Background: an optimization exercise with open tools, aiming at small area, a short achievable clock period and few clock cycles. Do not read the settings as production practice.
The RTL was checked by simulation tests, not by an equivalence proof against the original design.
Power is estimated from default activity; no workload was simulated.

==> run P <==
==> flow/design.v (excerpt) <==
module mips_core
( input  wire        clk,
  input  wire        rst_n,
  output wire [31:0] imem_addr,
  input  wire [31:0] imem_rdata,
  output wire [31:0] dmem_addr,
  output wire [31:0] dmem_wdata,
  output wire        dmem_we,
  input  wire [31:0] dmem_rdata
);
==> module register_file, before the edit <==
module register_file (
    input  wire        clk,
    input  wire        rst_n,
    input  wire [31:0] sel1,
    input  wire [31:0] sel2,
    output reg  [31:0] rd1,
    output reg  [31:0] rd2,
    input  wire        we,
    input  wire [4:0]  wa,
    input  wire [31:0] wd
);
    reg [31:0] bank [0:31];
    reg [31:0] valid;
    integer i;
    always @(posedge clk) begin
        for (i = 0; i < 32; i = i + 1)
            if (we && wa == i) bank[i] <= wd;
    end
    always @(posedge clk or negedge rst_n) begin
        if (!rst_n)
            valid <= 32'b0;
        else if (we)
            valid[wa] <= 1'b1;
    end
    wire [31:0] s1 = sel1 & valid;
    wire [31:0] s2 = sel2 & valid;
    always @(*) begin
        rd1 = 32'b0;
        rd2 = 32'b0;
        for (i = 0; i < 32; i = i + 1) begin
            rd1 = rd1 | (bank[i] & {32{s1[i]}});
            rd2 = rd2 | (bank[i] & {32{s2[i]}});
        end
    end
endmodule
==> module mips_core, before the edit <==
module mips_core
( input  wire        clk,
  input  wire        rst_n,
  output wire [31:0] imem_addr,
  input  wire [31:0] imem_rdata,
  output wire [31:0] dmem_addr,
  output wire [31:0] dmem_wdata,
  output wire        dmem_we,
  input  wire [31:0] dmem_rdata
);
reg  [31:2] pc;
reg  [31:0] ir;
reg         ir_v;
reg  [31:0] sel_a, sel_b;    
assign imem_addr = {pc, 2'b00};
wire [5:0] f_op = imem_rdata[31:26];
wire [5:0] f_fn = imem_rdata[5:0];
wire f_rtype = (f_op == 6'b000000);
wire f_addi  = (f_op == 6'b001000);
wire f_lw    = (f_op == 6'b100011);
wire f_sw    = (f_op == 6'b101011);
wire f_beq   = (f_op == 6'b000100);
wire f_jump  = (f_op == 6'b000010);
wire [31:0] f_sel_a = 32'b1 << imem_rdata[25:21];
wire [31:0] f_sel_b = 32'b1 << imem_rdata[20:16];
reg e_rtype, e_lw, e_sw, e_beq, e_wr, e_mul, e_sub, use_rs, use_rt;
reg [1:0] e_sel;             
wire [4:0] rs = ir[25:21];
wire [4:0] rt = ir[20:16];
wire [4:0] rd = ir[15:11];
wire [4:0] e_wa = e_rtype ? rd : rt;
reg         m_wr;       
reg         m_st;       
reg         m_ld;
reg         m_mul1;     
reg         m_mul2;     
reg  [4:0]  m_wa;
reg  [31:0] m_res;      
reg  [31:0] m_x;        
reg  [31:0] o_addr;     
reg  [31:0] o_wdata;    
wire [31:0] rf_a, rf_b;
wire        m_late = m_ld | m_mul2;
wire        eq_a   = (m_wa == rs);
wire        eq_b   = (m_wa == rt);
wire        hit_a  = m_wr & eq_a;
wire        hit_b  = m_wr & eq_b;
wire        dep    = (use_rs & eq_a) | (use_rt & eq_b);
wire        stall  = ir_v & ((m_mul1 & (e_wr | dep)) | (m_late & m_wr & dep));
wire [31:0] a = hit_a ? m_res : rf_a;
wire [31:0] b = hit_b ? m_res : rf_b;
wire [31:0] sx = {{16{ir[15]}}, ir[15:0]};
wire [31:0] alu_b = e_rtype ? b : sx;
wire [31:0] alu_y;
ALU alu (.a(a), .b(alu_b), .sub(e_sub), .sel(e_sel), .y(alu_y));
wire go       = ir_v & ~stall;
wire br_taken = go & e_beq & (a == b);
wire [31:2] br_target = pc + sx[29:0];    
wire [31:0] mul_s, mul_c;
mul_csa mulcsa (.a(m_x), .b(m_res), .s(mul_s), .c(mul_c));
wire [31:0] mul_y;
wire        mul_co;
ks_add #(32) muladd (.a(m_res), .b(m_x), .ci(1'b0), .s(mul_y), .co(mul_co));
wire [31:0] wb    = m_ld ? dmem_rdata : m_mul2 ? mul_y : m_res;
register_file rf (
    .clk(clk), .rst_n(rst_n),
    .sel1(sel_a), .sel2(sel_b), .rd1(rf_a), .rd2(rf_b),
    .we(m_wr), .wa(m_wa), .wd(wb)
);
assign dmem_addr  = o_addr;
assign dmem_wdata = o_wdata;
assign dmem_we    = m_st;
wire [31:2] pc_inc;
genvar k;
generate
    for (k = 2; k < 32; k = k + 1) begin : inc
        if (k == 2) begin : b0
            assign pc_inc[k] = ~pc[k];
        end else begin : bn
            assign pc_inc[k] = pc[k] ^ (&pc[k-1:2]);
        end
    end
endgenerate
wire [31:2] pc_seq  = stall ? pc : br_taken ? br_target : pc_inc;
wire        take_j  = f_jump & ~stall & ~br_taken;
wire [31:2] pc_next = take_j ? {pc[31:28], imem_rdata[25:0]} : pc_seq;
always @(posedge clk or negedge rst_n) begin
    if (!rst_n) begin
        pc     <= 30'b0;
        ir_v   <= 1'b0;
        m_wr   <= 1'b0;
        m_st   <= 1'b0;
        m_mul1 <= 1'b0;
        m_mul2 <= 1'b0;
    end else begin
        pc     <= pc_next;
        ir_v   <= stall ? ir_v : ~br_taken;
        m_wr   <= (go & e_wr & ~e_mul) | m_mul1;
        m_st   <= go & e_sw;
        m_mul1 <= go & e_mul;
        m_mul2 <= m_mul1;
    end
end
always @(posedge clk) begin
    if (!stall) begin
        ir      <= imem_rdata;
        sel_a   <= f_sel_a;
        sel_b   <= f_sel_b;
        e_rtype <= f_rtype;
        e_lw    <= f_lw;
        e_sw    <= f_sw;
        e_beq   <= f_beq;
        e_wr    <= f_rtype | f_addi | f_lw;
        e_mul   <= f_rtype & (f_fn == 6'b011100);
        e_sub   <= f_rtype & ((f_fn == 6'b100010) | (f_fn == 6'b101010));
        e_sel   <= ~f_rtype                ? 2'd0 :
                   (f_fn == 6'b100100)     ? 2'd1 :
                   (f_fn == 6'b100101)     ? 2'd2 :
                   (f_fn == 6'b101010)     ? 2'd3 : 2'd0;
        use_rs  <= f_rtype | f_addi | f_lw | f_sw | f_beq;
        use_rt  <= f_rtype | f_sw | f_beq;
    end
    m_ld    <= e_lw & ~m_mul1;
    if (!m_mul1) m_wa <= e_wa;
    m_res   <= m_mul1 ? mul_s : e_mul ? b : alu_y;
    m_x     <= m_mul1 ? mul_c : a;
    o_addr  <= alu_y;
    o_wdata <= b;
end
endmodule
Settings: LEC_CHECK=0, ABC_AREA=1, ABC_CLOCK_PERIOD_IN_PS=2500, CAP_MARGIN=20, CORE_MARGIN=2, CORE_UTILIZATION=55, CTS_CLUSTER_DIAMETER=80, CTS_CLUSTER_SIZE=20, PLACE_DENSITY=0.7, SLEW_MARGIN=20; clock period 22.0 ns.
standard.sh (not shown) runs the stock make flow with config.mk's settings and CLKGATE_MAP_FILE= SYNTH_SCRIPT=/design/flow/synth_recipe.tcl, a recipe that flattens the netlist after the stock synthesis.
==> flow/flow/run.sh <==
#!/bin/bash
# The standard layout, with ORFS's repair_timing asked to keep a larger
# setup margin than the 22 ns clock needs, so that it works on the period the
# design achieves. The constraints and the clock period are the standard flow's own.
set -euo pipefail
bash standard.sh SETUP_SLACK_MARGIN=16.35 finish > standard_flow.log 2>&1
==> inputs of run K, as changes to run P <==
--- a/flow/design.v
+++ b/flow/design.v
@@ -919,5 +919,4 @@
 module register_file (
     input  wire        clk,
-    input  wire        rst_n,
     input  wire [31:0] sel1,
     input  wire [31:0] sel2,
@@ -929,5 +928,4 @@
 );
     reg [31:0] bank [0:31];
-    reg [31:0] valid;
     integer i;
     always @(posedge clk) begin
@@ -935,18 +933,10 @@
             if (we && wa == i) bank[i] <= wd;
     end
-    always @(posedge clk or negedge rst_n) begin
-        if (!rst_n)
-            valid <= 32'b0;
-        else if (we)
-            valid[wa] <= 1'b1;
-    end
-    wire [31:0] s1 = sel1 & valid;
-    wire [31:0] s2 = sel2 & valid;
     always @(*) begin
         rd1 = 32'b0;
         rd2 = 32'b0;
         for (i = 0; i < 32; i = i + 1) begin
-            rd1 = rd1 | (bank[i] & {32{s1[i]}});
-            rd2 = rd2 | (bank[i] & {32{s2[i]}});
+            rd1 = rd1 | (bank[i] & {32{sel1[i]}});
+            rd2 = rd2 | (bank[i] & {32{sel2[i]}});
         end
     end
@@ -1017,4 +1007,5 @@
 reg         ir_v;
 reg  [31:0] sel_a, sel_b;    
+reg  [31:0] valid;           
 assign imem_addr = {pc, 2'b00};
 wire [5:0] f_op = imem_rdata[31:26];
@@ -1068,8 +1059,9 @@
 wire [31:0] wb    = m_ld ? dmem_rdata : m_mul2 ? mul_y : m_res;
 register_file rf (
-    .clk(clk), .rst_n(rst_n),
+    .clk(clk),
     .sel1(sel_a), .sel2(sel_b), .rd1(rf_a), .rd2(rf_b),
     .we(m_wr), .wa(m_wa), .wd(wb)
 );
+wire [31:0] valid_nx = valid | ({31'b0, m_wr} << m_wa);
 assign dmem_addr  = o_addr;
 assign dmem_wdata = o_wdata;
@@ -1097,4 +1089,5 @@
         m_mul1 <= 1'b0;
         m_mul2 <= 1'b0;
+        valid  <= 32'b0;
     end else begin
         pc     <= pc_next;
@@ -1104,11 +1097,12 @@
         m_mul1 <= go & e_mul;
         m_mul2 <= m_mul1;
+        valid  <= valid_nx;
     end
 end
 always @(posedge clk) begin
+    sel_a <= (stall ? (32'b1 << rs) : f_sel_a) & valid_nx;
+    sel_b <= (stall ? (32'b1 << rt) : f_sel_b) & valid_nx;
     if (!stall) begin
         ir      <= imem_rdata;
-        sel_a   <= f_sel_a;
-        sel_b   <= f_sel_b;
         e_rtype <= f_rtype;
         e_lw    <= f_lw;
--- a/flow/flow/run.sh
+++ b/flow/flow/run.sh
@@ -4,3 +4,3 @@
 # design achieves. The constraints and the clock period are the standard flow's own.
 set -euo pipefail
-bash standard.sh SETUP_SLACK_MARGIN=16.35 finish > standard_flow.log 2>&1
+bash standard.sh SETUP_SLACK_MARGIN=16.3 finish > standard_flow.log 2>&1
==> inputs of run Z, as changes to run P <==
--- a/flow/design.v
+++ b/flow/design.v
@@ -919,5 +919,4 @@
 module register_file (
     input  wire        clk,
-    input  wire        rst_n,
     input  wire [31:0] sel1,
     input  wire [31:0] sel2,
@@ -929,5 +928,4 @@
 );
     reg [31:0] bank [0:31];
-    reg [31:0] valid;
     integer i;
     always @(posedge clk) begin
@@ -935,18 +933,10 @@
             if (we && wa == i) bank[i] <= wd;
     end
-    always @(posedge clk or negedge rst_n) begin
-        if (!rst_n)
-            valid <= 32'b0;
-        else if (we)
-            valid[wa] <= 1'b1;
-    end
-    wire [31:0] s1 = sel1 & valid;
-    wire [31:0] s2 = sel2 & valid;
     always @(*) begin
         rd1 = 32'b0;
         rd2 = 32'b0;
         for (i = 0; i < 32; i = i + 1) begin
-            rd1 = rd1 | (bank[i] & {32{s1[i]}});
-            rd2 = rd2 | (bank[i] & {32{s2[i]}});
+            rd1 = rd1 | (bank[i] & {32{sel1[i]}});
+            rd2 = rd2 | (bank[i] & {32{sel2[i]}});
         end
     end
@@ -1017,4 +1007,5 @@
 reg         ir_v;
 reg  [31:0] sel_a, sel_b;    
+reg  [31:0] valid;           
 assign imem_addr = {pc, 2'b00};
 wire [5:0] f_op = imem_rdata[31:26];
@@ -1068,8 +1059,9 @@
 wire [31:0] wb    = m_ld ? dmem_rdata : m_mul2 ? mul_y : m_res;
 register_file rf (
-    .clk(clk), .rst_n(rst_n),
+    .clk(clk),
     .sel1(sel_a), .sel2(sel_b), .rd1(rf_a), .rd2(rf_b),
     .we(m_wr), .wa(m_wa), .wd(wb)
 );
+wire [31:0] valid_nx = valid | ({31'b0, m_wr} << m_wa);
 assign dmem_addr  = o_addr;
 assign dmem_wdata = o_wdata;
@@ -1097,4 +1089,5 @@
         m_mul1 <= 1'b0;
         m_mul2 <= 1'b0;
+        valid  <= 32'b0;
     end else begin
         pc     <= pc_next;
@@ -1104,11 +1097,12 @@
         m_mul1 <= go & e_mul;
         m_mul2 <= m_mul1;
+        valid  <= valid_nx;
     end
 end
 always @(posedge clk) begin
+    sel_a <= (stall ? (32'b1 << rs) : f_sel_a) & valid_nx;
+    sel_b <= (stall ? (32'b1 << rt) : f_sel_b) & valid_nx;
     if (!stall) begin
         ir      <= imem_rdata;
-        sel_a   <= f_sel_a;
-        sel_b   <= f_sel_b;
         e_rtype <= f_rtype;
         e_lw    <= f_lw;
--- a/flow/flow/run.sh
+++ b/flow/flow/run.sh
@@ -4,3 +4,3 @@
 # design achieves. The constraints and the clock period are the standard flow's own.
 set -euo pipefail
-bash standard.sh SETUP_SLACK_MARGIN=16.35 finish > standard_flow.log 2>&1
+bash standard.sh SETUP_SLACK_MARGIN=16.6 finish > standard_flow.log 2>&1
==> qor summary <==
|  | run Z | run P | run K |
|---|---|---|---|
| Launch instance of the worst register-to-register path | m_res[3] | sel_b[27] | sel_a[4] |
| Most common library cell in the layout ignoring fill and taps | sky130_fd_sc_hd__nand2_1 | sky130_fd_sc_hd__inv_1 | sky130_fd_sc_hd__nand2_1 |
| Net count of the finished layout | 8750 | 8655 | 8706 |
| Clock tree buffer count of the final layout | 108 | 100 | 104 |
| Inserted Diodes | 24 | 19 | 12 |
| Power share of the clock group | 21.2% | 20.1% | 20.7% |
| Hpwl dp | 211800 microns | 194900 microns | 208600 microns |
| Period utilisation layout | 26.08% | 26.14% | 26.07% |
| GR Layer Usage met1 | 62.68% | 59.44% | 63.12% |
| Status | no timing/DRC/antenna violations | no timing/DRC/antenna violations | no timing/DRC/antenna violations |
| Post-Place Worst Slack | 14.94 ns | 14.58 ns | 15.09 ns |
| Met2 Resource Use GR | 65.65% | 64.50% | 65.29% |
| Number of antenna violations at the first check in global routing | 28 | 18 | 12 |
| Cell with the largest stage delay on the worst path | sky130_fd_sc_hd__dfrtp_1 | sky130_fd_sc_hd__dfrtp_2 | sky130_fd_sc_hd__dfrtp_2 |
| Arr. time, crit path | 1.34 ns | 1.35 ns | 1.34 ns |
| Total sequential power | 2.91 mW | 2.95 mW | 2.90 mW |
| Yosys cell types | 70 | 60 | 70 |
| Placement Rows | 134 | 136 | 134 |
Testbench counts of run P, summed over its fixed seeds: cycles 16,365.
Testbench counts of run K, summed over its fixed seeds: cycles 16,365.
Testbench counts of run Z, summed over its fixed seeds: cycles 16,365.

==> re-timing with driven ports <==
The results above use ideal ports. As a check the final layouts listed here were re-extracted and re-timed, cells and wires unchanged. Step 1: set_driving_cell puts a clkbuf_16 on clk and a buf_2 on each other input, an assumption about the parent block. Step 2, shift: input delay + t, output delay - t, t = (earliest + latest rising clock arrival at the registers) / 2. This alone moves slack from input paths to output paths. Three values: ideal ports, drivers, drivers and shift; two values: the first two.
run | shift t [ns] | setup slack, ns | worst setup path at the end | worst slew at a driven data input, ns
run P | 0.840 | 16.250 / 16.167 / 15.544 | input to register | 0.12
run K | 0.846 | 16.265 / 16.177 / 15.497 | input to register | 0.11
run Z | 0.849 | 16.262 / 16.173 / 15.791 | input to register | 0.15
After both steps setup and hold are still met in every run listed. The setup slack of run K, which loses most, moves by -0.088 ns with the drivers and by -0.768 ns with both steps.
